This design comes from an exercise in tuning for small area, a short achievable clock period and few clock cycles per item on the open sky130 flow, not from production work. Where RTL was checked, it was by simulation tests only, not by an equivalence proof against the original. Function not checked in runs 1 and 2: the RTL went through the layout flow alone.

File: flow/config.mk
export PLATFORM = sky130hd
export DESIGN_NAME = BSW
export DESIGN_NICKNAME = BSW
export VERILOG_FILES = /design/flow/design.v
export SDC_FILE = /design/flow/constraint.sdc
export NUM_CORES = 8
export LEC_CHECK = 0
export ABC_AREA = 1
export CAP_MARGIN = 20
export CORE_MARGIN = 2
export CORE_UTILIZATION = 40
export CTS_CLUSTER_DIAMETER = 80
export CTS_CLUSTER_SIZE = 25
export SLEW_MARGIN = 20
File: flow/constraint.sdc
create_clock -name core_clock -period 24.0 [get_ports {clk}]
set_input_delay 4.8000 -clock core_clock [delete_from_list [all_inputs] [get_ports {clk}]]
set_output_delay 4.8000 -clock core_clock [all_outputs]
set_load 0.01 [all_outputs]
File: flow/design.v
module BSW (
    clk, rst, start,
    i_Q, i_R,
    o_Q_al,
    o_R_al,
    detail_info,
    done
);
    input clk, rst;
    input  [2:0] i_Q, i_R;
    input  start;
    output [2:0] o_Q_al, o_R_al;
    output [8:0] detail_info;
    output done;
    localparam [1:0] C_STOP = 2'd0, C_I = 2'd1, C_D = 2'd2, C_G = 2'd3;
    integer k;
    function ge8;
        input [7:0] a, b;
        reg [7:0] g, l;
        reg [3:0] g1, l1;
        reg [1:0] g2, l2;
        integer t;
        begin
            g = a & ~b;
            l = ~a & b;
            for (t = 0; t < 4; t = t + 1) begin
                g1[t] = g[2*t+1] | (~l[2*t+1] & g[2*t]);
                l1[t] = l[2*t+1] | (~g[2*t+1] & l[2*t]);
            end
            for (t = 0; t < 2; t = t + 1) begin
                g2[t] = g1[2*t+1] | (~l1[2*t+1] & g1[2*t]);
                l2[t] = l1[2*t+1] | (~g1[2*t+1] & l1[2*t]);
            end
            ge8 = ~(l2[1] | (~g2[1] & l2[0]));
        end
    endfunction
    function [11:0] pe_cell;
        input [3:0] ta, tb;
        input noA, noB, mt, c0, c1;
        reg aGEb, selM, sat, hz;
        reg [3:0] tmx;
        reg [2:0] tu, tv;
        reg [1:0] v, code;
        reg [3:0] tdl, tdu;
        reg [4:0] xv;         
        begin
            if (noA) begin
                aGEb = 1'b0; tmx = tb;
            end else if (noB) begin
                aGEb = 1'b1; tmx = ta;
            end else begin
                aGEb = &(ta | ~tb); tmx = ta | tb;
            end
            selM = mt ? tmx[3] : tmx[0];
            tu   = selM ? tmx[3:1] : (mt ? 3'b111 : 3'b000);
            sat  = c0 & ~tu[0];
            tv   = {tu[2:1], tu[0] | sat};
            v    = {tv[1], tv[2] | (tv[0] & ~tv[1])};
            hz   = (c0 & ~tu[1]) | (c1 & ~tu[0]);
            if (hz)        code = C_STOP;
            else if (selM) code = aGEb ? C_I : C_D;
            else           code = c0 ? C_STOP : C_G;
            xv   = {1'b0, tv, 1'b1};
            tdl[0] = (~tb[0] | xv[1]) & (~tb[1] | xv[2]) & (~tb[2] | xv[3]) & ~tb[3];
            tdl[1] = xv[1] & (~tb[0] | xv[2]) & (~tb[1] | xv[3]) & ~tb[2];
            tdl[2] = xv[2] & (~tb[0] | xv[3]) & ~tb[1];
            tdl[3] = xv[3] & ~tb[0];
            tdu[0] = (~ta[0] | xv[1]) & (~ta[1] | xv[2]) & (~ta[2] | xv[3]) & ~ta[3];
            tdu[1] = xv[1] & (~ta[0] | xv[2]) & (~ta[1] | xv[3]) & ~ta[2];
            tdu[2] = xv[2] & (~ta[0] | xv[3]) & ~ta[1];
            tdu[3] = xv[3] & ~ta[0];
            pe_cell = {code, v, tdl, tdu};
        end
    endfunction
    function [7:0] addv;
        input [7:0] C;
        input [1:0] v;
        reg [1:0] lo;
        reg [5:0] hi, hip, him;
        reg cyp, cym;
        integer t;
        begin
            lo  = {~(C[1] ^ v[1] ^ (C[0] | v[0])), ~(C[0] ^ v[0])};
            hi  = C[7:2];
            for (t = 0; t < 6; t = t + 1) begin
                hip[t] = hi[t] ^ (t == 0 ? 1'b1 : &(hi | ~((6'd1 << t) - 6'd1)));
                him[t] = hi[t] ^ (t == 0 ? 1'b1 : ~|(hi & ((6'd1 << t) - 6'd1)));
            end
            cyp = C[1] & v[1] & (C[0] | v[0]);
            cym = ~(C[1] | C[0] | v[1] | v[0]);
            addv = {cyp ? hip : cym ? him : hi, lo};
        end
    endfunction
    reg       run;           
    reg [7:0] cyc;           
    always @(posedge clk or posedge rst) begin
        if (rst) begin
            run <= 1'b0;
            cyc <= 8'd0;
        end else if (!run) begin
            if (start) run <= 1'b1;
            cyc <= 8'd0;
        end else if (cyc != 8'hff) begin
            cyc <= cyc + 8'd1;
        end
    end
    reg in_phase, sc_phase, s2_phase, fin, ps_ok, late;
    always @(posedge clk or posedge rst) begin
        if (rst) begin
            in_phase <= 1'b1;
            sc_phase <= 1'b0;
            s2_phase <= 1'b0;
            fin      <= 1'b0;
            ps_ok    <= 1'b0;
            late     <= 1'b0;
        end else if (!run) begin
            in_phase <= 1'b1;
            sc_phase <= 1'b0;
            s2_phase <= 1'b0;
            fin      <= 1'b0;
            ps_ok    <= 1'b0;
            late     <= 1'b0;
        end else begin
            if (cyc == 8'd62) in_phase <= 1'b0;
            if (cyc == 8'd2)  sc_phase <= 1'b1;
            if (cyc == 8'd66) sc_phase <= 1'b0;
            if (cyc == 8'd4)  s2_phase <= 1'b1;
            if (cyc == 8'd67) s2_phase <= 1'b0;
            fin <= (cyc == 8'd66);
            if (cyc == 8'd5)  ps_ok <= 1'b1;
            if (cyc == 8'd66) late <= 1'b1;
        end
    end
    reg [2:0] m_lo;          
    reg [2:0] m_hi;          
    always @(posedge clk) begin
        m_lo <= {m_lo[1:0], sc_phase};
        m_hi <= {m_hi[1:0], m_hi[0] || (run && cyc == 8'd63)};
        if (!sc_phase) m_hi <= 3'd0;
    end
    wire m_ge1 = m_lo[0], m_ge2 = m_lo[1], m_ge3 = m_lo[2];
    wire m_le60 = !m_hi[0], m_le61 = !m_hi[1], m_le62 = !m_hi[2];
    wire [5:0] ve, vo;
    assign ve[0] = sc_phase && m_ge2 && m_le61;
    assign ve[1] = sc_phase && m_ge1 && m_le62;
    assign ve[2] = sc_phase;
    assign ve[3] = sc_phase && m_ge1 && m_le62;
    assign ve[4] = sc_phase && m_ge2 && m_le61;
    assign ve[5] = sc_phase && m_ge3 && m_le60;
    assign vo[0] = sc_phase && m_ge2 && m_le60;
    assign vo[1] = sc_phase && m_ge1 && m_le61;
    assign vo[2] = sc_phase && m_le62;
    assign vo[3] = sc_phase && m_le62;
    assign vo[4] = sc_phase && m_ge1 && m_le61;
    assign vo[5] = sc_phase && m_ge2 && m_le60;
    reg [127:0] qv, rv;
    wire [1:0] q_in = in_phase ? i_Q[1:0] : qv[127:126];
    wire [1:0] r_in = in_phase ? i_R[1:0] : rv[127:126];
    always @(posedge clk) begin
        qv <= {qv[125:0], q_in};
        rv <= {rv[125:0], r_in};
    end
    wire [129:0] qx = {qv, q_in};         
    wire [129:0] rx = {rv, r_in};
    reg  [5:0] mt_e, mt_o;
    always @(posedge clk) begin
        for (k = 0; k < 6; k = k + 1) begin
            mt_e[k] <= (qx[2*(5-k) +: 2] == rx[2*(1+k) +: 2]);
            mt_o[k] <= (qx[2*(5-k) +: 2] == rx[2*k +: 2]);
        end
    end
    reg  [47:0] hpe, hpo;     
    reg  [23:0] dlo, duo;     
    wire [47:0] he, ho;
    wire [23:0] dle, due, dlo_n, duo_n;
    wire [11:0] ce_w, co_w;
    genvar p;
    generate
        for (p = 0; p < 6; p = p + 1) begin : g_pe
            wire mte = mt_e[p];
            wire mto = mt_o[p];
            wire [7:0] Ce  = hpe[8*p +: 8];
            wire       ce0 = (Ce == 8'd0);
            wire       ce1 = (Ce == 8'd1);
            wire [3:0] tae = dlo[4*p +: 4];
            wire [3:0] tbe;
            if (p == 5) begin : g_b5
                assign tbe = 4'b0001;
            end else begin : g_bn
                assign tbe = duo[4*(p+1) +: 4];
            end
            wire [11:0] re = pe_cell(tae, tbe, 1'b0, p == 5, mte, ce0, ce1);
            wire [7:0]  He = addv(Ce, re[9:8]);
            assign he[8*p +: 8]   = ve[p] ? He : 8'd0;
            assign ce_w[2*p +: 2] = re[11:10];
            assign dle[4*p +: 4]  = ve[p] ? re[7:4] : 4'b0001;
            assign due[4*p +: 4]  = ve[p] ? re[3:0] : 4'b0001;
            wire [7:0] Co  = hpo[8*p +: 8];
            wire       co0 = (Co == 8'd0);
            wire       co1 = (Co == 8'd1);
            wire [3:0] tao;
            if (p == 0) begin : g_a0
                assign tao = 4'b0001;
            end else begin : g_an
                assign tao = dle[4*(p-1) +: 4];
            end
            wire [11:0] ro = pe_cell(tao, due[4*p +: 4], p == 0, 1'b0, mto, co0, co1);
            wire [1:0] vo_ = ro[9:8];
            wire [7:0] Ho  = addv(Co, vo_);
            assign ho[8*p +: 8]    = vo[p] ? Ho : 8'd0;
            assign co_w[2*p +: 2]  = ro[11:10];
            assign dlo_n[4*p +: 4] = vo[p] ? ro[7:4] : 4'b0001;
            assign duo_n[4*p +: 4] = vo[p] ? ro[3:0] : 4'b0001;
        end
    endgenerate
    always @(posedge clk) begin
        hpe <= he;
        hpo <= ho;
        dlo <= dlo_n;
        duo <= duo_n;
    end
    reg  [383:0] bank0, bank1, bank2, bank3;
    wire [23:0]  new_word = {co_w, ce_w};
    always @(posedge clk) begin
        bank0 <= {bank3[359:0], sc_phase ? new_word : bank3[383:360]};
        bank1 <= bank0;
        bank2 <= bank1;
        bank3 <= bank2;
    end
    reg [95:0] mh;
    reg [47:0] mi;
    reg [23:0] s1_h;
    reg [11:0] s1_i;         
    reg [7:0]  best_h;
    reg [5:0]  best_w;
    reg        best_par;
    reg [2:0]  best_p;
    always @(*) begin
        for (k = 0; k < 6; k = k + 1) begin
            mh[8*k +: 8]     = hpe[8*k +: 8]; mi[4*k +: 4]     = {1'b0, k[2:0]};
            mh[8*(k+6) +: 8] = hpo[8*k +: 8]; mi[4*(k+6) +: 4] = {1'b1, k[2:0]};
        end
        for (k = 0; k < 6; k = k + 1) begin
            if (ge8(mh[8*(2*k) +: 8], mh[8*(2*k+1) +: 8])) begin
                mh[8*k +: 8] = mh[8*(2*k) +: 8];   mi[4*k +: 4] = mi[4*(2*k) +: 4];
            end else begin
                mh[8*k +: 8] = mh[8*(2*k+1) +: 8]; mi[4*k +: 4] = mi[4*(2*k+1) +: 4];
            end
        end
        for (k = 0; k < 3; k = k + 1) begin
            if (ge8(mh[8*(2*k) +: 8], mh[8*(2*k+1) +: 8])) begin
                mh[8*k +: 8] = mh[8*(2*k) +: 8];   mi[4*k +: 4] = mi[4*(2*k) +: 4];
            end else begin
                mh[8*k +: 8] = mh[8*(2*k+1) +: 8]; mi[4*k +: 4] = mi[4*(2*k+1) +: 4];
            end
        end
    end
    wire [7:0] g0 = s1_h[7:0], g1 = s1_h[15:8], g2 = s1_h[23:16];
    wire c01 = ge8(g0, g1), c02 = ge8(g0, g2), c12 = ge8(g1, g2);
    wire b0  = !ge8(best_h, g0), b1 = !ge8(best_h, g1), b2 = !ge8(best_h, g2);
    wire t0  = b0 && c01 && c02;
    wire t1  = b1 && !c01 && c12;
    wire t2  = b2 && !c02 && !c12;
    wire [7:0] h63 = hpe[23:16];
    wire w63 = fin && !ge8(best_h, h63) && !ge8(g0, h63)
               && !ge8(g1, h63) && !ge8(g2, h63);
    wire       upd     = s2_phase && (t0 || t1 || t2);
    wire [5:0] w_now   = cyc[5:0] - 6'd5;
    wire [5:0] best_wn = w63 ? 6'd63 : upd ? w_now : best_w;    
    wire       best_parn = w63 ? 1'b0 : !upd ? best_par : t0 ? s1_i[3] : t1 ? s1_i[7] : s1_i[11];
    wire [2:0] best_pn   = w63 ? 3'd2 : !upd ? best_p : t0 ? s1_i[2:0] : t1 ? s1_i[6:4] : s1_i[10:8];
    always @(posedge clk) begin
        s1_h <= mh[23:0];
        s1_i <= mi[11:0];
        if (!run) begin
            best_h   <= 8'd0;
            best_w   <= 6'd0;
            best_par <= 1'b0;
            best_p   <= 3'd2;          
        end else if (w63) begin
            best_h <= h63; best_w <= 6'd63; best_par <= 1'b0; best_p <= 3'd2;
        end else if (upd) begin
            best_w <= w_now;
            if (t0) begin
                best_h <= g0; best_par <= s1_i[3];  best_p <= s1_i[2:0];
            end else if (t1) begin
                best_h <= g1; best_par <= s1_i[7];  best_p <= s1_i[6:4];
            end else begin
                best_h <= g2; best_par <= s1_i[11]; best_p <= s1_i[10:8];
            end
        end
    end
    reg        ps_act;                  
    reg        rc;                      
    reg        shift_r;                 
    reg        strm;                    
    reg        bchg;                    
    reg [3:0]  blk;                     
    reg [5:0]  cin_e, cin_o;            
    reg [5:0]  base;
    reg [5:0]  pe_w;                    
    reg        pe_par;
    reg [2:0]  pe_p;
    reg [4:0]  vtop;                    
    wire [3:0] bE    = pe_w[5:2];
    reg  [63:0] oh;                     
    always @(*) begin
        for (k = 0; k < 64; k = k + 1)
            oh[k] = ((k / 16) < base[1:0]) ? (base[5:2] == ((k + 15) % 16))
                                           : (base[5:2] == (k % 16));
    end
    reg  [15:0] rsel;                   
    function [23:0] sel16x24;
        input [383:0] v;
        input [15:0] s;
        integer a;
        begin
            sel16x24 = 24'd0;
            for (a = 0; a < 16; a = a + 1)
                sel16x24 = sel16x24 | (v[24*a +: 24] & {24{s[a]}});
        end
    endfunction
    wire [95:0] bank_out = {sel16x24(bank3, oh[63:48]), sel16x24(bank2, oh[47:32]),
                            sel16x24(bank1, oh[31:16]), sel16x24(bank0, oh[15:0])};
    wire [95:0] wd;                       
    genvar j;
    generate
        for (j = 0; j < 4; j = j + 1) begin : g_rot
            assign wd[24*j +: 24] = (bank_out[23:0]  & {24{rsel[4*j]}})
                                  | (bank_out[47:24] & {24{rsel[4*j+1]}})
                                  | (bank_out[71:48] & {24{rsel[4*j+2]}})
                                  | (bank_out[95:72] & {24{rsel[4*j+3]}});
        end
    endgenerate
    reg  [5:0]  oE, oO;
    reg  [5:0]  cE, cO;
    reg  [15:0] blk_path;                
    reg  [47:0] stop_hit;                
    reg  [23:0] w;
    integer kk, q;
    wire [3:0] cst_r;
    wire       inj = (ps_act || rc) && blk == bE;
    always @(*) begin
        if (inj || (ps_act && blk > bE)) begin
            cE = 6'd0; cO = 6'd0;
        end else if (rc) begin
            for (q = 0; q < 6; q = q + 1) begin
                cE[q] = (cst_r == q + 1);
                cO[q] = (cst_r == q + 7);
            end
        end else begin
            cE = cin_e; cO = cin_o;
        end
        blk_path = 16'd0;
        stop_hit = 48'd0;
        oE = 6'd0; oO = 6'd0;
        for (kk = 3; kk >= 0; kk = kk - 1) begin
            w = wd[24*kk +: 24];
            for (q = 0; q < 6; q = q + 1)
                oO[q] = cO[q] | (inj && pe_w[1:0] == kk && pe_par && pe_p == q);
            for (q = 0; q < 6; q = q + 1) begin
                oE[q] = cE[q] | (inj && pe_w[1:0] == kk && !pe_par && pe_p == q)
                      | (oO[q] && w[12 + 2*q +: 2] == C_D);
                if (q < 5)
                    oE[q] = oE[q] | (oO[q + 1] && w[12 + 2*(q+1) +: 2] == C_I);
            end
            for (q = 0; q < 6; q = q + 1) begin
                cE[q] = oE[q] && w[2*q +: 2] == C_G;
                cO[q] = (oO[q] && w[12 + 2*q +: 2] == C_G)
                      | (oE[q] && w[2*q +: 2] == C_I);
                if (q > 0)
                    cO[q] = cO[q] | (oE[q - 1] && w[2*(q-1) +: 2] == C_D);
            end
            for (q = 0; q < 6; q = q + 1) begin
                if (oE[q])
                    blk_path[4*kk +: 2] = blk_path[4*kk +: 2]
                        | {w[2*q +: 2] != C_D, w[2*q +: 2] != C_I};
                if (oO[q])
                    blk_path[4*kk + 2 +: 2] = blk_path[4*kk + 2 +: 2]
                        | {w[12 + 2*q +: 2] != C_D, w[12 + 2*q +: 2] != C_I};
                stop_hit[12*kk + q]     = oE[q] && w[2*q +: 2] == C_STOP;
                stop_hit[12*kk + 6 + q] = oO[q] && w[12 + 2*q +: 2] == C_STOP;
            end
        end
    end
    wire found = |stop_hit;
    reg [1:0] f_k;
    reg       f_par;
    reg [2:0] f_p;
    always @(*) begin
        f_k = 2'd0; f_par = 1'b0; f_p = 3'd0;
        for (k = 0; k < 48; k = k + 1) begin
            if (k / 12 == 1 || k / 12 == 3) f_k[0] = f_k[0] | stop_hit[k];
            if (k / 12 >= 2)                f_k[1] = f_k[1] | stop_hit[k];
            if ((k % 12) >= 6)              f_par  = f_par  | stop_hit[k];
            if ((k % 6) & 1)                f_p[0] = f_p[0] | stop_hit[k];
            if ((k % 6) & 2)                f_p[1] = f_p[1] | stop_hit[k];
            if ((k % 6) & 4)                f_p[2] = f_p[2] | stop_hit[k];
        end
    end
    reg [59:0] cst;                    
    reg [3:0]  cin_x;
    always @(*) begin
        cin_x = 4'd0;
        for (q = 0; q < 6; q = q + 1) begin
            if (cin_e[q]) cin_x = cin_x | (q + 1);
            if (cin_o[q]) cin_x = cin_x | (q + 7);
        end
    end
    assign cst_r = (blk == 4'd15) ? 4'd0 : cst[4*blk +: 4];
    wire merge  = ps_act && (blk < bE) && ({1'b0, blk} < vtop) && (blk >= s_b)
                  && (cin_x == cst_r);
    wire ps_end = ps_act && (merge || found);      
    wire free   = !ps_act || ps_end;
    wire bnew   = upd || w63;                      
    wire ps_go  = ps_ok && !strm && (fin || (bchg && !ps_act));
    wire [3:0] go_b = fin ? 4'd15 : best_w[5:2];
    wire abort  = ps_go && ps_act && !ps_end;
    wire st_go  = late && !fin && !strm && free;
    wire st_mg  = late && !fin && !strm && merge;
    wire st0    = st0_r || st_mg;
    always @(posedge clk or posedge rst) begin
        if (rst) begin
            ps_act <= 1'b0;
            strm   <= 1'b0;
            bchg   <= 1'b1;
            vtop   <= 5'd0;
        end else if (!run) begin
            ps_act <= 1'b0;
            strm   <= 1'b0;
            bchg   <= 1'b1;
            vtop   <= 5'd0;
        end else begin
            if (ps_go)       ps_act <= 1'b1;
            else if (ps_end) ps_act <= 1'b0;
            if (st_go) strm <= 1'b1;
            bchg <= ps_go ? (bnew && !fin) : (bchg || bnew);
            if (ps_end)
                vtop <= {1'b0, bE};
            else if (abort)
                vtop <= (vtop < {1'b0, blk}) ? vtop : {1'b0, blk};
        end
    end
    always @(posedge clk) begin
        if (ps_go) begin
            pe_w   <= fin ? best_wn   : best_w;
            pe_par <= fin ? best_parn : best_par;
            pe_p   <= fin ? best_pn   : best_p;
        end
        cin_e <= cE;
        cin_o <= cO;
        for (k = 0; k < 15; k = k + 1)
            if (ps_act && blk < bE && blk == k) cst[4*k +: 4] <= cin_x;
    end
    reg [5:0] base_n;
    always @(*) begin
        if (ps_go)
            base_n = fin ? 6'd1 : cyc[5:0] - 6'd6 - {best_w[5:2], 2'b00};
        else if (st0)
            base_n = cyc[5:0] - 6'd10 - {s_b, 2'b00};
        else if (ps_act)
            base_n = base + 6'd5;
        else
            base_n = shift_r ? base - 6'd3 : base + 6'd1;
    end
    always @(posedge clk) begin
        base <= base_n;
        if (ps_go)          blk <= go_b;
        else if (st0)       blk <= s_b + 4'd1;
        else if (ps_act)    blk <= blk - 4'd1;
        else if (shift_r)   blk <= blk + 4'd1;
        for (k = 0; k < 16; k = k + 1)
            rsel[k] <= ((base_n[1:0] + 2'd3 - (k / 4)) & 2'd3) == (k % 4);
    end
    reg [15:0] pcur, pnext, pprev;
    reg        st0_r;            
    reg [3:0]  s_b;
    reg [1:0]  s_k;
    reg        s_par;
    reg [2:0]  s_p;
    reg        sa_act;           
    reg [6:0]  sa_d;             
    reg [5:0]  sa_qp, sa_rp;     
    reg        sb_end;
    reg        sb_q, sb_r;
    reg [2:0]  dcnt;
    reg        done_r;
    reg [2:0]  oq, orr;
    reg [8:0]  det;
    wire [5:0] s_w  = {s_b, s_k};
    wire [6:0] s_i  = {1'b0, s_w} + s_p - 7'd2;
    wire [6:0] s_j  = {1'b0, s_w} + 7'd2 - s_p + s_par;
    wire [6:0] s_d  = {s_w, s_par};
    wire [6:0] e_i  = {1'b0, best_w} + best_p - 7'd2;
    wire [6:0] e_j  = {1'b0, best_w} + 7'd2 - best_p + best_par;
    wire [6:0] e_d  = {best_w, best_par};
    wire [6:0] cd   = st0_r ? s_d : sa_d;
    function [1:0] mux64x2;
        input [127:0] v;
        input [5:0] s;
        reg [127:0] t;
        integer a, l;
        begin
            t = v;
            for (l = 0; l < 6; l = l + 1)
                for (a = 0; a < (32 >> l); a = a + 1)
                    t[2*a +: 2] = s[l] ? t[2*(2*a+1) +: 2] : t[2*(2*a) +: 2];
            mux64x2 = t[1:0];
        end
    endfunction
    wire [31:0] win  = {pn_eff, pc_eff};
    wire [3:0]  i1   = {1'b0, cd[2:0]} + 4'd1;
    wire [3:0]  i2   = {1'b0, cd[2:0]} + 4'd2;
    wire [1:0]  e1   = win[2*i1 +: 2];
    wire [1:0]  e2   = win[2*i2 +: 2];
    wire        use1 = (e1 != 2'b00);
    wire [1:0]  nc   = use1 ? e1 : e2;
    wire [6:0]  nd   = use1 ? cd + 7'd1 : cd + 7'd2;
    wire        shift = (st0 || sa_act) && !last && (nd[6:3] != cd[6:3]);
    wire       last = (cd == e_d);
    wire [5:0] cqp = st0_r ? cyc[5:0] - s_i[5:0] : sa_qp;
    wire [5:0] crp = st0_r ? cyc[5:0] - s_j[5:0] : sa_rp;
    always @(posedge clk or posedge rst) begin
        if (rst) begin
            st0_r  <= 1'b0;
            sa_act <= 1'b0;
            sb_end <= 1'b0;
            done_r <= 1'b0;
            dcnt   <= 3'd0;
        end else if (!run) begin
            st0_r  <= 1'b0;
            sa_act <= 1'b0;
            sb_end <= 1'b0;
            done_r <= 1'b0;
            dcnt   <= 3'd0;
        end else begin
            st0_r <= st_go && !st_mg;
            if (st0 || sa_act) begin
                sa_act <= !last;
                sb_end <= last;
            end
            done_r <= strm || st_mg;     
            if ((st0 || dcnt != 3'd0) && dcnt != 3'd7) dcnt <= dcnt + 3'd1;
        end
    end
    always @(posedge clk) begin
        if (!run) begin
            s_b   <= 4'd0;
        end else if (ps_act && !merge && found) begin
            s_b   <= blk;
            s_k   <= f_k;
            s_par <= f_par;
            s_p   <= f_p;
        end
        if (st0 || sa_act) begin
            sb_q  <= nc[1];
            sb_r  <= nc[0];
            sa_d  <= nd;
            sa_qp <= cqp + {5'd0, !nc[1]};
            sa_rp <= crp + {5'd0, !nc[0]};
        end else if (!strm) begin
            sb_q  <= 1'b1;
            sb_r  <= 1'b1;
            sa_d  <= s_d;
            sa_qp <= cyc[5:0] + 6'd1 - s_i[5:0];
            sa_rp <= cyc[5:0] + 6'd1 - s_j[5:0];
        end
    end
    reg [15:0] pprev2;
    reg        fnd_r, mrg_r;
    wire [15:0] pc_eff = fnd_r ? pprev : pcur;
    wire [15:0] pn_eff = (fnd_r || mrg_r) ? pprev2 : (merge && blk == s_b) ? pprev : pnext;
    always @(posedge clk) begin
        pprev  <= blk_path;
        pprev2 <= pprev;
        fnd_r  <= ps_act && !merge && found;
        mrg_r  <= merge && blk == s_b;
        if (shift) begin
            pcur  <= pn_eff;
        end else begin
            pcur  <= pc_eff;
            pnext <= rc ? blk_path : pn_eff;
        end
    end
    always @(posedge clk or posedge rst) begin
        if (rst) begin
            shift_r <= 1'b0;
            rc      <= 1'b0;
        end else begin
            shift_r <= run && shift;
            rc      <= run && shift_r;
        end
    end
    wire       o_q = st0_r | sb_q;
    wire       o_r = st0_r | sb_r;
    wire [1:0] qb  = mux64x2(qv, cqp);
    wire [1:0] rb  = mux64x2(rv, crp);
    always @(posedge clk) begin
        if (sb_end) begin
            oq  <= 3'd0;
            orr <= 3'd0;
        end else begin
            oq  <= o_q ? ((qb == 2'd0) ? 3'd4 : {1'b0, qb}) : 3'd5;
            orr <= o_r ? ((rb == 2'd0) ? 3'd4 : {1'b0, rb}) : 3'd5;
        end
        case (dcnt)
            3'd0: det <= {2'b0, s_i};
            3'd1: det <= {2'b0, s_j};
            3'd2: det <= {2'b0, e_i};
            3'd3: det <= {2'b0, e_j};
            3'd4: det <= {1'b0, best_h};
            default: det <= 9'd0;
        endcase
    end
    assign o_Q_al      = oq;
    assign o_R_al      = orr;
    assign detail_info = det;
    assign done        = done_r;
endmodule
File: flow/flow/run.sh
#!/bin/bash
# Standard layout, with the port buffers made of buf_4 cells instead of the
# cell buffer_ports picks by default, and timing repair aiming at 18.2 ns of
# setup slack (the clock period stays the design's). Make's full output goes
# to flow.log; each tool's own logs stay under orfs/logs.
set -euo pipefail
export BUFFER_PORTS_ARGS="-buffer_cell sky130_fd_sc_hd__buf_4"
export SETUP_SLACK_MARGIN=18.2
bash standard.sh > flow.log 2>&1
File: flow/standard.sh
#!/bin/bash
# synth_recipe.tcl (not shown) runs the flow's synth.tcl, then flattens the netlist and writes it again
# the make line also repeats each setting of config.mk as NAME=value (left out here)
make -C /OpenROAD-flow-scripts/flow DESIGN_CONFIG=/design/flow/config.mk WORK_HOME=/design/flow/orfs CLKGATE_MAP_FILE= SYNTH_SCRIPT=/design/flow/synth_recipe.tcl "${@:-finish}"
==> results.sh, run 1 <==
export IMPL_hpwl_um=217000
export IMPL_drt_initial_drc_count=7918
export IMPL_cpPeakStageDelay_ps=500
export IMPL_cts_sink_count=2236
export IMPL_firstDrtPassIters=8
export IMPL_synth_edf_count=117
export IMPL_synth_distinct_cells=72
export IMPL_synth_top_cells_by_count="nand2_1, dfxtp_1, nor2_1, inv_1, o21ai_0"
export IMPL_r2r_end="fnd_r"
export IMPL_path_class="flop to primary output"
export IMPL_finalHoldViolations=0
export IMPL_min_delay_worst_endpoint="bank1[74]"
export IMPL_ys_seq_area_share_pct=55.0
export IMPL_die_h_um=462
export IMPL_fillers=20500
export IMPL_hp_class="flop to flop"
export IMPL_cts_buffers_inserted=110
export IMPL_vias=72300
export IMPL_setup_violations=0
export IMPL_grt_pass1_wl_um=451000
export IMPL_grt_pass1_vias=67300
export IMPL_cp_cell_sequence="buf_6"
export IMPL_stdcell_count=13300
export IMPL_path_clk_slew_ps=100
export IMPL_worst_path_buf_inv=1
export IMPL_synth_avg_cell_area_um2=8.04
export IMPL_yosysWarnings=1
export IMPL_cts_htree_levels=3
export IMPL_rows=167
export IMPL_fin_crit_ps=6250
export IMPL_min_delay_start="bank0[74]"
export IMPL_maxCapViolCount=0
export IMPL_syn_inst=10400
export IMPL_io_pins=25
export IMPL_die_area_um2=213000
export IMPL_r2r_cells=36
export IMPL_clock_root_buffer="clkbuf_16"
export IMPL_drive_gt1_share_pct=7.00
export IMPL_worstPathArrival_ps=1450
export IMPL_slew_viol_final=0
export IMPL_r2r_start="base[5]"
export IMPL_syn_to_final_growth_pct=11.4
export IMPL_nets=10600
export IMPL_rrSetupSlack_ps=18310
export IMPL_rsz0062_at_grt="true"
export IMPL_fin_crit_sh_pct=26.0
export IMPL_dp_cells=13000
export IMPL_cp_slowest_cell="dfrtp_2"
export IMPL_finClkSkew_ps=49.4
export IMPL_synth_area_leaders="dfxtp_1, nand2_1, nor2_1"
export IMPL_gp_congestion=1.01
export IMPL_wl_per_cell_um=24.1
export IMPL_die_w_um=462
export IMPL_yosysTopAreaCellShare_pct=49.9
export IMPL_cts_path_max_buffers=3
export IMPL_yosys_area_top_type="dfxtp_1"
export IMPL_antenna_found_initial=21
export IMPL_worst_slew_pin_slew_ps=1200
export IMPL_grt_overflow_total=0
export IMPL_ys_ff_latch=2236
export IMPL_final_core_util_pct=44.9
export IMPL_ys_async_sr_fraction_pct=1.39
export IMPL_drc_errors=0
export IMPL_fin_tns_setup_ps=0
export IMPL_synth_nets=10600
export IMPL_cts_hold_buf=0
export IMPL_ys_flop_type="dfxtp_1"
export IMPL_cp_start_kind="flop"
export IMPL_min_path_cells=0
export IMPL_yosysMostFrequentCell="nand2_1"
export IMPL_ant_nets=0
export IMPL_max_slew_margin_rel_pct=19.1
export IMPL_synth_area_um2=83800
export IMPL_critPathTopFamily="flip-flops"
export IMPL_grt_usage_pct=28.8
export IMPL_wirelength_um=320000
export IMPL_fmax_ghz=0.160
export IMPL_start_util_pct=40.3
export IMPL_crit_required_ps=19200
export IMPL_grt_max_degree=82
export IMPL_insertion_delay_ps=830
export IMPL_cts_tree="done"
export IMPL_coreArea_um2=208000
export IMPL_viasPerCell=5.43
export IMPL_port_buffers=21
export IMPL_crit_path_end_kind="primary output"
export IMPL_crit_fanout=1
export IMPL_status="no timing/DRC/antenna violations"
how the worst max path moves through the flow:
| stage | cells after the start | end | from | slack, ps |
|---|---|---|---|---|
| after CTS | 1 | done | done_r | 17700 |
| after global routing | 1 | done | done_r | 17730 |
| after floorplan | 1 | cyc[0] | rst | 18540 |
| final | 1 | done | done_r | 17750 |
| after detailed placement | 34 | s_k[0] | base[4] | 16630 |
| after global placement | 34 | s_k[0] | base[4] | 16730 |
routing by layer:
metal  vias to the layer above  routed length (µm)  track usage, %
met4                        12               20600            14.9
met2                      3340              140000            45.3
met5                         -                  77               0
met1                     34200              128000            37.2
li1                      33800                   -               -
met3                       901               32000            6.14
registers in the layout (all words and copies together) (netlist names), 20 cells and up:
register  cells
bank0       384
bank1       384
bank2       384
bank3       384
qv          128
rv          128
cst          60
hpe          48
hpo          48
dlo          24
s1_h         24
duo          20
cell families (layout without fill, tap and decap cells):
family / count (synthesis) / in the layout / share of synthesized area [%]
compound gates: 1559 / 1559 / 11.1
xor+xnor: 99 / 99 / 1.04
fa+ha+maj: 138 / 138 / 2.13
buf+inv: 1268 / 1337 / 5.97
flops: 2236 / 2236 / 55.0
mux: 1 / 1 / 0.0119
other cells: 1 / 21 / 0.00448
simple gates: 5121 / 5123 / 24.7
stage by stage:
| step | setup WS, ps | area (µm²) | hold WS (ps) |
|---|---|---|---|
| after floorplan | 18540 | 83800 | 323 |
| after global placement | 16730 | 87100 | 331 |
| after detailed placement | 16630 | 87100 | 330 |
| after CTS | 17700 | 91500 | 302 |
| after global routing | 17730 | 93300 | 302 |
| final | 17750 | 93300 | 301 |
layout by cell type (no fill, tap or decap), drive strengths merged, types with 10 or more instances in the layout:
cell type | synthesis | layout
a2111oi | 23 | 23
a211oi | 12 | 12
a21oi | 319 | 319
a221oi | 20 | 20
a22o | 56 | 56
a22oi | 23 | 23
a31oi | 60 | 60
buf | 143 | 247
clkbuf | 200 | 135
clkinv | 15 | 30
dfrtp | 29 | 29
dfxtp | 2088 | 2088
diode | 0 | 20
edfxtp | 117 | 117
ha | 129 | 129
inv | 910 | 916
nand2 | 3107 | 3108
nand3 | 367 | 367
nand4 | 132 | 132
nor2 | 1287 | 1288
nor3 | 153 | 153
nor4 | 37 | 37
o2111ai | 24 | 24
o211ai | 40 | 40
o21a | 10 | 10
o21ai | 655 | 655
o221ai | 49 | 49
o22ai | 165 | 165
o31ai | 29 | 29
o32ai | 33 | 33
or2 | 21 | 21
xnor2 | 29 | 29
xor2 | 70 | 70
area by class of cell:
class	instances	area, µm²	share of cell area (%)
Multi-Input combinational cell	6921	34000	36.4
Inverter	925	3530	3.78
Timing Repair Buffer	254	2760	2.96
Tap cell	2788	3490	3.74
Clock inverter	29	474	0.508
Antenna cell	20	50.0	0.0536
Timing Repair inverter	1	7.51	0.00805
Clock buffer	128	2870	3.08
Sequential cell	2236	46100	49.4
what timing repair did:
item,CTS,global route
pin swaps,12,40
resized for setup,251,180
buffers inserted,13,85
setup endpoints to repair,91,92
cloned,1,7
==> run 2, diff against run 1 <==
--- a/flow/config.mk
+++ b/flow/config.mk
@@ -10,5 +10,5 @@
 export CORE_MARGIN = 2
 export CORE_UTILIZATION = 40
 export CTS_CLUSTER_DIAMETER = 80
-export CTS_CLUSTER_SIZE = 25
+export CTS_CLUSTER_SIZE = 30
 export SLEW_MARGIN = 20
==> run 2 against run 1 <==
  * Global-route usage is essentially flat
  * Still clean
  * First-iteration DRC count is 9.2% higher
  * Non-clock buffer count decreased by 3
==> results.sh, run 2 <==
export IMPL_status="no timing/DRC/antenna violations"
export IMPL_cts_htree_levels=3
export IMPL_fin_crit_sh_pct=26.0
export IMPL_yosysMostFrequentCell="nand2_1"
export IMPL_area_sequential_um2=46100
export IMPL_finClkSkew_ps=59.4
export IMPL_worst_slew_pin_slew_ps=1360
export IMPL_grt_max_degree=82
export IMPL_synth_edf_count=117
export IMPL_cts_buffers_inserted=102
export IMPL_worstPathArrival_ps=1450
export IMPL_path_class="flop to primary output"
export IMPL_cp_slowest_cell="dfrtp_2"
export IMPL_drive_gt1_share_pct=7.17
export IMPL_layout_commonest_cell="nand2_1"
export IMPL_maxCapViolCount=0
export IMPL_gp_congestion=1.01
export IMPL_ys_seq_area_share_pct=55.0
export IMPL_hpwl_um=217000
export IMPL_syn_inst=10400
export IMPL_rrSetupSlack_ps=18320
export IMPL_vias=72600
export IMPL_fin_area_um2=93400
export IMPL_rows=167
export IMPL_yosysWarnings=1
export IMPL_r2r_cells=17
export IMPL_fillers=20500
export IMPL_cp_cell_sequence="buf_6"
export IMPL_port_buffers=21
export IMPL_ys_async_sr_fraction_pct=1.39
export IMPL_start_util_pct=40.3
export IMPL_synth_avg_cell_area_um2=8.04
export IMPL_path_clk_slew_ps=120
export IMPL_synth_nets=10600
export IMPL_ys_flop_type="dfxtp_1"
export IMPL_ant_nets=0
export IMPL_cp_start_kind="flop"
export IMPL_ys_ff_latch=2236
export IMPL_r2r_end="orr[0]"
export IMPL_fmax_ghz=0.160
export IMPL_synth_top_cells_by_count="nand2_1, dfxtp_1, nor2_1, inv_1, o21ai_0"
export IMPL_antenna_found_initial=23
export IMPL_cts_tree="done"
export IMPL_synth_area_um2=83800
export IMPL_viasPerCell=5.45
export IMPL_cts_path_max_buffers=3
export IMPL_die_area_um2=213000
export IMPL_crit_fanout=1
export IMPL_wirelength_um=320000
export IMPL_coreArea_um2=208000
export IMPL_crit_path_end_kind="primary output"
export IMPL_setup_violations=0
export IMPL_rsz0062_at_grt="true"
export IMPL_insertion_delay_ps=810
export IMPL_grt_overflow_total=0
export IMPL_crit_required_ps=19200
export IMPL_io_pins=25
export IMPL_crit_end="done"
export IMPL_placed_cell_area_um2=87100
export IMPL_die_w_um=462
export IMPL_final_cell_mix="nand2_1, dfxtp_1, nor2_1"
export IMPL_synth_distinct_cells=72
export IMPL_max_slew_margin_rel_pct=8.65
export IMPL_fin_tns_setup_ps=0
export IMPL_wl_per_cell_um=24.0
export IMPL_cpPeakStageDelay_ps=520
export IMPL_die_h_um=462
export IMPL_worst_path_buf_inv=1
export IMPL_nets=10600
export IMPL_drc_errors=0
export IMPL_r2r_start="s_par"
export IMPL_multi_input_area_um2=34100
export IMPL_startpoint="done_r"
export IMPL_drt_initial_drc_count=8646
export IMPL_yosys_area_top_type="dfxtp_1"
export IMPL_finalHoldViolations=0
export IMPL_grt_pass1_vias=67100
export IMPL_synth_area_leaders="dfxtp_1, nand2_1, nor2_1"
export IMPL_cts_hold_buf=0
export IMPL_clock_root_buffer="clkbuf_16"
export IMPL_cts_sink_count=2236
export IMPL_fin_crit_ps=6250
export IMPL_cp_depth=1
export IMPL_grt_usage_pct=28.8
export IMPL_critPathTopFamily="flip-flops"
export IMPL_syn_to_final_growth_pct=11.5
export IMPL_yosysTopAreaCellShare_pct=49.9
export IMPL_slew_viol_final=0
export IMPL_hp_class="flop to flop"
export IMPL_grt_pass1_wl_um=451000
export IMPL_firstDrtPassIters=9
[run 2: cell count changes in the layout (fill, tap and decap cells not counted), moves of 7 or more]
cell,previous run,this run
nand3_2,32,24
clkinv_8,14,7
inv_6,4,13
buf_6,36,29
inv_12,1,8
clkbuf_16,116,108
[run 2: logic make-up (layout without fill, tap and decap cells)]
| logic type | after synthesis | after routing | synth area share [%] |
|---|---|---|---|
| AND/OR/NAND/NOR | 5121 | 5124 | 24.7 |
| buffers and inverters | 1268 | 1351 | 5.97 |
| adder cells (fa/ha/maj) | 138 | 138 | 2.13 |
| AO/OA/AOI/OAI | 1559 | 1559 | 11.1 |
| multiplexers | 1 | 1 | 0.0119 |
| XOR/XNOR | 99 | 99 | 1.04 |
| flip-flops | 2236 | 2236 | 55.0 |
| other | 1 | 23 | 0.00448 |
[run 2: worst min path at each step]
| stage | to | cells past startpoint | start |
|---|---|---|---|
| after floorplan | bank0[179] | 0 | bank3[155] |
| after global placement | rv[115] | 0 | rv[113] |
| after detailed placement | rv[112] | 0 | rv[110] |
| after CTS | bank1[74] | 0 | bank0[74] |
| after global routing | bank1[74] | 0 | bank0[74] |
| final | bank1[74] | 0 | bank0[74] |
[run 2: metrics by stage]
step / hold slack [ps] / instances / worst slack (ps) / utilization [%]
after floorplan: 323 / 10400 / 18540 / -
after global placement: 331 / 13000 / 16730 / 41.9
after detailed placement: 330 / 13000 / 16630 / 41.9
after CTS: 288 / 13200 / 17720 / 44.2
after global routing: 290 / 13300 / 17730 / 45.0
final: 289 / 13300 / 17750 / 45.0
[run 2: repair_timing]
item | in CTS | in global routing
resized for setup | 253 | 169
cloned | 2 | 7
setup endpoints to repair | 91 | 93
endpoints found under the hold margin | 0 | 0
buffers inserted | 13 | 82
pin swaps | 10 | 38
[run 2: cell type report]
class | count | share of cell area [%]
Antenna cell | 22 | 0.0589
Clock buffer | 118 | 2.88
Clock inverter | 56 | 0.873
Inverter | 925 | 3.78
Multi-Input combinational cell | 6922 | 36.4
Sequential cell | 2236 | 49.4
Tap cell | 2788 | 3.73
Timing Repair Buffer | 251 | 2.83
Timing Repair inverter | 1 | 0.00536
[run 2: metal layers]
| metal | vias to the layer above | routed length, µm | track usage [%] |
|---|---|---|---|
| met3 | 906 | 31800 | 5.50 |
| li1 | 33800 | - | - |
| met5 | - | 42 | 0 |
| met1 | 34300 | 127000 | 37.6 |
| met4 | 6 | 20000 | 14.2 |
| met2 | 3552 | 141000 | 45.7 |
==> run 3, diff against run 2 <==
--- a/flow/design.v
+++ b/flow/design.v
@@ -160,15 +160,6 @@
         qv <= {qv[125:0], q_in};
         rv <= {rv[125:0], r_in};
     end
-    wire [129:0] qx = {qv, q_in};         
-    wire [129:0] rx = {rv, r_in};
-    reg  [5:0] mt_e, mt_o;
-    always @(posedge clk) begin
-        for (k = 0; k < 6; k = k + 1) begin
-            mt_e[k] <= (qx[2*(5-k) +: 2] == rx[2*(1+k) +: 2]);
-            mt_o[k] <= (qx[2*(5-k) +: 2] == rx[2*k +: 2]);
-        end
-    end
     reg  [47:0] hpe, hpo;     
     reg  [23:0] dlo, duo;     
     wire [47:0] he, ho;
@@ -177,8 +168,8 @@
     genvar p;
     generate
         for (p = 0; p < 6; p = p + 1) begin : g_pe
-            wire mte = mt_e[p];
-            wire mto = mt_o[p];
+            wire mte = (qv[2*(5-p) +: 2] == rv[2*(1+p) +: 2]);
+            wire mto = (qv[2*(5-p) +: 2] == rv[2*p +: 2]);
             wire [7:0] Ce  = hpe[8*p +: 8];
             wire       ce0 = (Ce == 8'd0);
             wire       ce1 = (Ce == 8'd1);
@@ -304,11 +295,6 @@
     reg [4:0]  vtop;                    
     wire [3:0] bE    = pe_w[5:2];
     reg  [63:0] oh;                     
-    always @(*) begin
-        for (k = 0; k < 64; k = k + 1)
-            oh[k] = ((k / 16) < base[1:0]) ? (base[5:2] == ((k + 15) % 16))
-                                           : (base[5:2] == (k % 16));
-    end
     reg  [15:0] rsel;                   
     function [23:0] sel16x24;
         input [383:0] v;
@@ -469,6 +455,9 @@
         else if (st0)       blk <= s_b + 4'd1;
         else if (ps_act)    blk <= blk - 4'd1;
         else if (shift_r)   blk <= blk + 4'd1;
+        for (k = 0; k < 64; k = k + 1)
+            oh[k] <= ((k / 16) < base_n[1:0]) ? (base_n[5:2] == ((k + 15) % 16))
+                                              : (base_n[5:2] == (k % 16));
         for (k = 0; k < 16; k = k + 1)
             rsel[k] <= ((base_n[1:0] + 2'd3 - (k / 4)) & 2'd3) == (k % 4);
     end
--- a/flow/config.mk
+++ b/flow/config.mk
@@ -10,5 +10,5 @@
 export CORE_MARGIN = 2
 export CORE_UTILIZATION = 40
 export CTS_CLUSTER_DIAMETER = 80
-export CTS_CLUSTER_SIZE = 30
+export CTS_CLUSTER_SIZE = 25
 export SLEW_MARGIN = 20
==> run 3 against run 2 <==
  * Count of clock-buffer cells in the layout increased by 4
  * Via count decreased by 5.2%
  * Worst setup slack improved by 47 ps
  * Critical path type unchanged
==> results.sh, run 3 <==
export IMPL_hp_class="flop to flop"
export IMPL_fin_crit_ps=6200
export IMPL_synth_xor_area_share_pct=0.932
export IMPL_synth_edf_count=117
export IMPL_wl_per_cell_um=25.4
export IMPL_layout_commonest_cell="nand2_1"
export IMPL_drt_initial_drc_count=8036
export IMPL_syn_inst=9576
export IMPL_ys_async_sr_fraction_pct=1.35
export IMPL_placed_cell_area_um2=85900
export IMPL_final_cell_mix="nand2_1, dfxtp_1, nor2_1"
export IMPL_synth_avg_cell_area_um2=8.64
export IMPL_synth_area_um2=82700
export IMPL_grt_max_degree=73
export IMPL_port_buffers=21
export IMPL_crit_path_end_kind="primary output"
export IMPL_synth_compound_area_share_pct=13.1
export IMPL_synthMuxAreaShare_pct=0.153
export IMPL_yosysMostFrequentCell="nand2_1"
export IMPL_status="no timing/DRC/antenna violations"
export IMPL_synthAdderAreaFrac_pct=2.13
export IMPL_yosysWarnings=1
export IMPL_nets=9692
export IMPL_die_w_um=459
export IMPL_synth_distinct_cells=74
export IMPL_ant_nets=0
export IMPL_synth_top_family_by_area="simple AND/OR/NAND/NOR gates"
export IMPL_hpwl_um=211000
export IMPL_path_class="flop to primary output"
export IMPL_yosys_area_top_type="dfxtp_1"
export IMPL_cts_buffers_inserted=113
export IMPL_io_pins=25
export IMPL_worst_path_buf_inv=1
export IMPL_maxCapViolCount=0
export IMPL_firstDrtPassIters=6
export IMPL_crit_required_ps=19200
export IMPL_cts_htree_levels=3
export IMPL_wirelength_um=312000
export IMPL_die_area_um2=210000
export IMPL_grt_pass1_vias=64100
export IMPL_final_core_util_pct=43.9
export IMPL_fin_area_um2=90000
export IMPL_ys_flop_type="dfxtp_1"
export IMPL_worstPathArrival_ps=1400
export IMPL_slew_viol_final=0
export IMPL_fin_tns_setup_ps=0
export IMPL_grt_pass1_wl_um=442000
export IMPL_synth_area_leaders="dfxtp_1, nand2_1, nor2_1"
export IMPL_fmax_ghz=0.161
export IMPL_clock_root_buffer="clkbuf_16"
export IMPL_synth_simple_gate_area_share_pct=20.9
export IMPL_ys_seq_area_share_pct=57.0
export IMPL_cpPeakStageDelay_ps=450
export IMPL_path_clk_slew_ps=100
export IMPL_grt_overflow_total=0
export IMPL_critPathTopFamily="flip-flops"
export IMPL_antenna_found_initial=21
export IMPL_yosysTopAreaCellShare_pct=51.8
export IMPL_synth_nets=9721
export IMPL_setup_violations=0
export IMPL_rows=166
export IMPL_cp_start_kind="flop"
export IMPL_syn_to_final_growth_pct=8.75
export IMPL_drc_errors=0
export IMPL_cts_path_max_buffers=3
export IMPL_grt_usage_pct=28.8
export IMPL_ys_ff_latch=2288
export IMPL_drive_gt1_share_pct=6.55
export IMPL_gp_congestion=1.01
export IMPL_cp_cell_sequence="buf_6"
export IMPL_fin_crit_sh_pct=25.8
export IMPL_cts_tree="done"
export IMPL_coreArea_um2=205000
export IMPL_vias=68800
export IMPL_cp_slowest_cell="dfrtp_1"
export IMPL_die_h_um=459
export IMPL_cts_hold_buf=0
export IMPL_finalHoldViolations=0
export IMPL_insertion_delay_ps=860
export IMPL_crit_fanout=1
export IMPL_max_slew_margin_rel_pct=16.8
export IMPL_synth_top_cells_by_count="nand2_1, dfxtp_1, nor2_1, inv_1, o21ai_0"
export IMPL_start_util_pct=40.3
export IMPL_finClkSkew_ps=77.2
export IMPL_worst_slew_pin_slew_ps=1250
export IMPL_rsz0062_at_grt="true"
export IMPL_viasPerCell=5.60
export IMPL_cts_sink_count=2288
## run 3: metal layers
| metal | wire, µm | GRT usage [%] | vias up |
|---|---|---|---|
| met3 | 32200 | 6.07 | 586 |
| met4 | 14900 | 12.2 | 10 |
| met2 | 133000 | 43.8 | 3297 |
| met5 | 314 | 0 | - |
| met1 | 132000 | 39.4 | 33100 |
| li1 | - | - | 31800 |
## run 3: final timing paths
kind	start	to	slack, ps	cells past startpoint
worst max-delay path	done_r	done	17800	1
worst min-delay path	bank0[242]	bank1[242]	320	0
worst max register to register	oh[46]	pnext[1]	18380	26
worst min register to register	bank0[242]	bank1[242]	320	0
max in group asynchronous	rst	ps_act	19510	3
min in group asynchronous	rst	vtop[0]	4110	3
## run 3: timing repair
| item | in CTS | in global routing |
|---|---|---|
| hold endpoints to repair | 0 | 0 |
| setup endpoints to repair | 65 | 103 |
| setup buffers | 1 | 21 |
| gates cloned | 0 | 1 |
| pin swaps | 0 | 5 |
| resized for setup | 36 | 81 |
## run 3: layout make-up
type                       count  area (µm²)
timing repair buffer         177        1540
inverter                     845        3190
sequential                  2288       47300
timing repair inverter         1        5.00
antenna                        8        20.0
multi-input combinational   6121       31100
tap                         2688        3360
clock buffer                 122        2880
fill                       19800      115000
clock inverter                36         551
## run 3: logic make-up (layout without fill, tap and decap cells)
group | Yosys count | count (layout)
flip-flops | 2288 | 2288
XOR/XNOR | 88 | 88
multiplexers | 12 | 12
AND/OR/NAND/NOR | 4150 | 4150
AO/OA/AOI/OAI | 1734 | 1734
buffers and inverters | 1167 | 1181
adder cells (fa/ha/maj) | 136 | 136
other | 1 | 9
## run 3: per-stage QoR
step	std cells	setup slack [ps]	hold slack (ps)
floorplan	9576	18540	326
global placement	12100	17450	329
detailed placement	12100	17370	332
CTS	12300	17770	318
global route	12300	17780	329
finish	12300	17800	318
Testbench counts of run 3, summed over its fixed seeds: cycles 44,498, items 320.
==> run 4, diff against run 3 <==
--- a/flow/config.mk
+++ b/flow/config.mk
@@ -11,4 +11,5 @@
 export CORE_UTILIZATION = 40
 export CTS_CLUSTER_DIAMETER = 80
 export CTS_CLUSTER_SIZE = 25
+export PLACE_DENSITY = 0.75
 export SLEW_MARGIN = 20
==> run 4 against run 3 <==
  * Count of clock-buffer cells in the layout down 3
  * Global-route usage fell by 2.6 points
  * Clock skew increased by 28 ps
  * Final cell count decreased by 0.24%
  * Hold slack worse by 48 ps
  * Synthesized cell count unchanged
  * Utilization down 0.33 points
  * Non-clock buffer count shrank 7
  * Area after synthesis unchanged
==> results.sh, run 4 <==
export IMPL_die_w_um=459
export IMPL_rsz0062_at_grt="true"
export IMPL_grt_usage_pct=26.2
export IMPL_cts_tree="done"
export IMPL_ant_nets=0
export IMPL_cp_slowest_cell="dfrtp_1"
export IMPL_syn_inst=9576
export IMPL_die_h_um=459
export IMPL_synth_top_cells_by_count="nand2_1, dfxtp_1, nor2_1, inv_1, o21ai_0"
export IMPL_io_pins=25
export IMPL_final_core_util_pct=43.5
export IMPL_crit_required_ps=19200
export IMPL_finClkSkew_ps=105
export IMPL_final_cell_mix="nand2_1, dfxtp_1, nor2_1"
export IMPL_max_slew_margin_rel_pct=12.4
export IMPL_wl_per_cell_um=23.3
export IMPL_dpl_worst_slack_ps=17200
export IMPL_ys_ff_latch=2288
export IMPL_setup_violations=0
export IMPL_synth_nets=9721
export IMPL_yosys_area_top_type="dfxtp_1"
export IMPL_setup_slack_ps=17880
export IMPL_coreArea_um2=205000
export IMPL_drc_errors=0
export IMPL_yosysMostFrequentCell="nand2_1"
export IMPL_synth_area_um2=82700
export IMPL_grt_overflow_total=0
export IMPL_stdcell_count=12300
export IMPL_crit_path_end_kind="primary output"
export IMPL_synth_edf_count=117
export IMPL_cts_hold_buf=0
export IMPL_cts_path_max_buffers=3
export IMPL_cp_start_kind="flop"
export IMPL_insertion_delay_ps=860
export IMPL_rows=166
export IMPL_drt_initial_drc_count=8929
export IMPL_fin_hold_ws_ps=270
export IMPL_worst_slew_pin_slew_ps=1300
export IMPL_cts_sink_count=2288
export IMPL_yosysWarnings=1
export IMPL_viasPerCell=5.71
export IMPL_nets=9677
export IMPL_port_buffers=21
export IMPL_hpwl_um=193000
export IMPL_fmax_ghz=0.163
export IMPL_wirelength_um=286000
export IMPL_fin_crit_ps=6120
export IMPL_drive_gt1_share_pct=5.53
export IMPL_maxCapViolCount=0
export IMPL_slew_viol_final=0
export IMPL_cts_buffers_inserted=105
export IMPL_path_class="flop to primary output"
export IMPL_cts_htree_levels=3
export IMPL_fin_tns_setup_ps=0
export IMPL_path_clk_slew_ps=100
export IMPL_finalHoldViolations=0
export IMPL_status="no timing/DRC/antenna violations"
export IMPL_fin_crit_sh_pct=25.5
export IMPL_synth_area_leaders="dfxtp_1, nand2_1, nor2_1"
export IMPL_syn_to_final_growth_pct=7.92
export IMPL_synth_avg_cell_area_um2=8.64
export IMPL_grt_pass1_vias=65600
export IMPL_layout_commonest_cell="nand2_1"
export IMPL_vias=70000
export IMPL_dp_cells=12100
export IMPL_cpPeakStageDelay_ps=400
export IMPL_die_area_um2=210000
export IMPL_clock_root_buffer="clkbuf_16"
export IMPL_critPathTopFamily="flip-flops"
export IMPL_synth_distinct_cells=74
export IMPL_firstDrtPassIters=8
export IMPL_ys_async_sr_fraction_pct=1.35
export IMPL_crit_fanout=1
export IMPL_hp_class="flop to flop"
export IMPL_ys_flop_type="dfxtp_1"
export IMPL_antenna_found_initial=7
export IMPL_gp_congestion=1.05
export IMPL_start_util_pct=40.3
export IMPL_worst_path_buf_inv=1
export IMPL_yosysTopAreaCellShare_pct=51.8
export IMPL_ys_seq_area_share_pct=57.0
export IMPL_worstPathArrival_ps=1320
export IMPL_grt_max_degree=74
export IMPL_grt_pass1_wl_um=414000
export IMPL_cp_cell_sequence="buf_6"
run 4: cell counts after synthesis:
Identical to the previous run, type by type.
run 4: cells by family after synthesis:
group,count (synthesis),synth area share [%]
simple gates,4150,20.9
flops,2288,57.0
compound gates,1734,13.1
buf+inv,1167,5.71
fa+ha+maj,136,2.13
xor+xnor,88,0.932
mux,12,0.153
other cells,1,0.00453
run 4: layout make-up:
| class | instances | area [µm²] |
|---|---|---|
| clock inverter | 15 | 310 |
| fill | 19400 | 116000 |
| timing repair inverter | 1 | 5.00 |
| clock buffer | 119 | 2750 |
| tap | 2688 | 3360 |
| sequential | 2288 | 47200 |
| antenna | 10 | 25.0 |
| timing repair buffer | 170 | 1380 |
| inverter | 845 | 3190 |
| multi-input combinational | 6121 | 31100 |
run 4: timing repair:
item / 4_1_cts / 5_1_grt
cloned: 0 / 1
gates resized for setup: 32 / 43
setup endpoints to repair: 70 / 95
buffers inserted: 1 / 9
pin swaps: 0 / 1
run 4: per-stage QoR:
step	area [µm²]
floorplan	82700
global placement	85800
detailed placement	85800
CTS	88900
global route	89200
finish	89300
run 4: path summary, 6_finish.rpt:
path	start	to	slack [ps]	cells after the start
setup / recovery	done_r	done	17880	1
hold / removal	bank3[52]	bank0[76]	270	0
setup reg to reg	oh[15]	s_b[3]	18380	29
hold reg to reg	bank3[52]	bank0[76]	270	0
max in group asynchronous	rst	bchg	19530	3
min in group asynchronous	rst	vtop[2]	4100	3
run 4: layer usage:
layer	global-route usage, %	vias to the layer above	wire, µm
met4	13.8	10	17600
met2	37.9	4229	116000
li1	-	31800	-
met1	34.9	33100	113000
met5	0.299	-	145
met3	8.20	928	39600
==> run 5, diff against run 4 <==
--- a/flow/config.mk
+++ b/flow/config.mk
@@ -6,10 +6,9 @@
 export NUM_CORES = 8
 export LEC_CHECK = 0
 export ABC_AREA = 1
-export CAP_MARGIN = 20
+export CAP_MARGIN = 10
 export CORE_MARGIN = 2
 export CORE_UTILIZATION = 40
 export CTS_CLUSTER_DIAMETER = 80
 export CTS_CLUSTER_SIZE = 25
-export PLACE_DENSITY = 0.75
-export SLEW_MARGIN = 20
+export SLEW_MARGIN = 10
==> run 5 against run 4 <==
  * Still clean on timing, DRC and antenna
  * Sequential share of layout area down 0.28 points
  * Worst setup slack worse by 64 ps
  * Hold slack better by 41 ps
  * Highest routed layer unchanged
==> results.sh, run 5 <==
export IMPL_worst_path_buf_inv=1
export IMPL_status="no timing/DRC/antenna violations"
export IMPL_crit_required_ps=19200
export IMPL_yosys_area_top_type="dfxtp_1"
export IMPL_drc_errors=0
export IMPL_yosysWarnings=1
export IMPL_grt_usage_pct=28.7
export IMPL_layout_commonest_cell="nand2_1"
export IMPL_grt_max_degree=73
export IMPL_cp_depth=1
export IMPL_cpPeakStageDelay_ps=440
export IMPL_ys_async_sr_fraction_pct=1.35
export IMPL_worstPathArrival_ps=1380
export IMPL_drive_gt1_share_pct=6.53
export IMPL_cts_sink_count=2288
export IMPL_max_slew_margin_rel_pct=13.7
export IMPL_critPathTopFamily="flip-flops"
export IMPL_grt_pass1_vias=64300
export IMPL_cts_buffers_inserted=116
export IMPL_hpwl_um=211000
export IMPL_rsz0062_at_grt="true"
export IMPL_yosysTopAreaCellShare_pct=51.8
export IMPL_maxCapViolCount=0
export IMPL_clock_root_buffer="clkbuf_16"
export IMPL_ys_seq_area_share_pct=57.0
export IMPL_start_util_pct=40.3
export IMPL_syn_to_final_growth_pct=8.75
export IMPL_synth_distinct_cells=74
export IMPL_synth_edf_count=117
export IMPL_vias=69000
export IMPL_die_w_um=459
export IMPL_crit_fanout=1
export IMPL_viasPerCell=5.61
export IMPL_io_pins=25
export IMPL_fillers=19900
export IMPL_fin_crit_sh_pct=25.8
export IMPL_cp_cell_sequence="buf_6"
export IMPL_rrSetupSlack_ps=18420
export IMPL_ys_ff_latch=2288
export IMPL_antenna_found_initial=23
export IMPL_die_area_um2=210000
export IMPL_coreArea_um2=205000
export IMPL_gp_congestion=1.01
export IMPL_fmax_ghz=0.162
export IMPL_yosysMostFrequentCell="nand2_1"
export IMPL_ys_flop_type="dfxtp_1"
export IMPL_path_class="flop to primary output"
export IMPL_r2r_cells=27
export IMPL_cts_htree_levels=3
export IMPL_hp_class="flop to flop"
export IMPL_cp_slowest_cell="dfrtp_1"
export IMPL_die_h_um=459
export IMPL_grt_pass1_wl_um=442000
export IMPL_setup_violations=0
export IMPL_ant_nets=0
export IMPL_rows=166
export IMPL_finClkSkew_ps=76.1
export IMPL_final_cell_mix="nand2_1, dfxtp_1, nor2_1"
export IMPL_wirelength_um=312000
export IMPL_fin_hold_ws_ps=311
export IMPL_grt_overflow_total=0
export IMPL_synth_avg_cell_area_um2=8.64
export IMPL_finalHoldViolations=0
export IMPL_drt_initial_drc_count=7946
export IMPL_cts_tree="done"
export IMPL_slew_viol_final=0
export IMPL_fin_crit_ps=6180
export IMPL_cp_start_kind="flop"
export IMPL_wl_per_cell_um=25.4
export IMPL_syn_inst=9576
export IMPL_fin_tns_setup_ps=0
export IMPL_cts_path_max_buffers=3
export IMPL_worst_slew_pin_slew_ps=1280
export IMPL_synth_area_leaders="dfxtp_1, nand2_1, nor2_1"
export IMPL_insertion_delay_ps=840
export IMPL_nets=9681
export IMPL_synth_top_cells_by_count="nand2_1, dfxtp_1, nor2_1, inv_1, o21ai_0"
export IMPL_port_buffers=21
export IMPL_min_path_cells=0
export IMPL_final_core_util_pct=43.9
export IMPL_crit_path_end_kind="primary output"
export IMPL_synth_area_um2=82700
export IMPL_firstDrtPassIters=6
export IMPL_synth_nets=9721
export IMPL_path_clk_slew_ps=90
[run 5: changes by cell type in the layout (fill, tap and decap cells not counted), sizes merged]
cell	delta
bufinv	-1
diode	+4
clkbuf	+4
clkinv	+7
inv	+19
buf	-5
clkinvlp	+2
[run 5: final timing paths]
path                         start       end
max                         done_r      done
min                        qv[107]   qv[109]
max reg2reg                 oh[55]  pnext[1]
min reg2reg                qv[107]   qv[109]
max in group asynchronous      rst    ps_act
min in group asynchronous      rst       run
[run 5: layout make-up]
type,count,area [µm²],area share [%]
clock buffer,125,2960,3.29
timing repair inverter,1,5.00,0.00556
tap,2688,3360,3.74
sequential,2288,47300,52.6
multi-input combinational,6121,31100,34.6
timing repair buffer,163,1410,1.56
clock inverter,42,598,0.665
inverter,845,3190,3.55
antenna,14,35.0,0.0389
[run 5: kinds of logic after synthesis]
kind of cell             share of synthesized area [%]
adder cells (fa/ha/maj)                           2.13
AND/OR/NAND/NOR                                   20.9
AO/OA/AOI/OAI                                     13.1
multiplexers                                     0.153
XOR/XNOR                                         0.932
other                                          0.00453
buffers and inverters                             5.71
flip-flops                                        57.0
[run 5: repair_timing]
action                                  in CTS  in global routing
setup buffers                                1                  9
endpoints found under the setup margin      62                 98
hold buffers                                 0                  0
pin swaps                                    0                  4
gates resized for setup                     37                 84
cloned                                       0                  1
[run 5: per-layer routing]
layer  wire [µm]  track usage (%)
met4       15500             12.9
met5          27                0
met1      132000             39.2
met2      133000             43.5
met3       31700             6.18
[run 5: per-stage QoR]
stage	instances	worst slack (ps)	cell area (µm²)
floorplan	9576	18540	82700
global placement	12100	17450	85900
detailed placement	12100	17400	85900
CTS	12300	17760	89500
global route	12300	17780	89900
finish	12300	17820	90000

afterwards: timing with drivers on the ports:
The flow's constraints put no driver on any port. The routed layouts listed below were extracted and timed again, unchanged, in two steps.
Step 1, drivers: a clkbuf_16 drives clk and a buf_2 each remaining input, both assumed.
Step 2 times the ports against the registers' clock, not the clock port: input delays grow and output delays shrink by t, the midpoint of the rising clock arrivals with the driver on.
Three values: ideal, step 1, step 2; two values: the first two.
run | t, ns | setup slack, ns | worst slew at a driven data input, ns
run 1 | 0.892 | 17.750 / 17.660 / 18.301 | 0.09
run 2 | 0.865 | 17.750 / 17.662 / 18.322 | 0.09
run 3 | 0.912 | 17.797 / 17.708 / 18.375 | 0.06
run 4 | 0.899 | 17.882 / 17.783 / 18.385 | 0.03
run 5 | 0.897 | 17.818 / 17.730 / 18.424 | 0.06
After both steps every run listed still meets setup and hold.
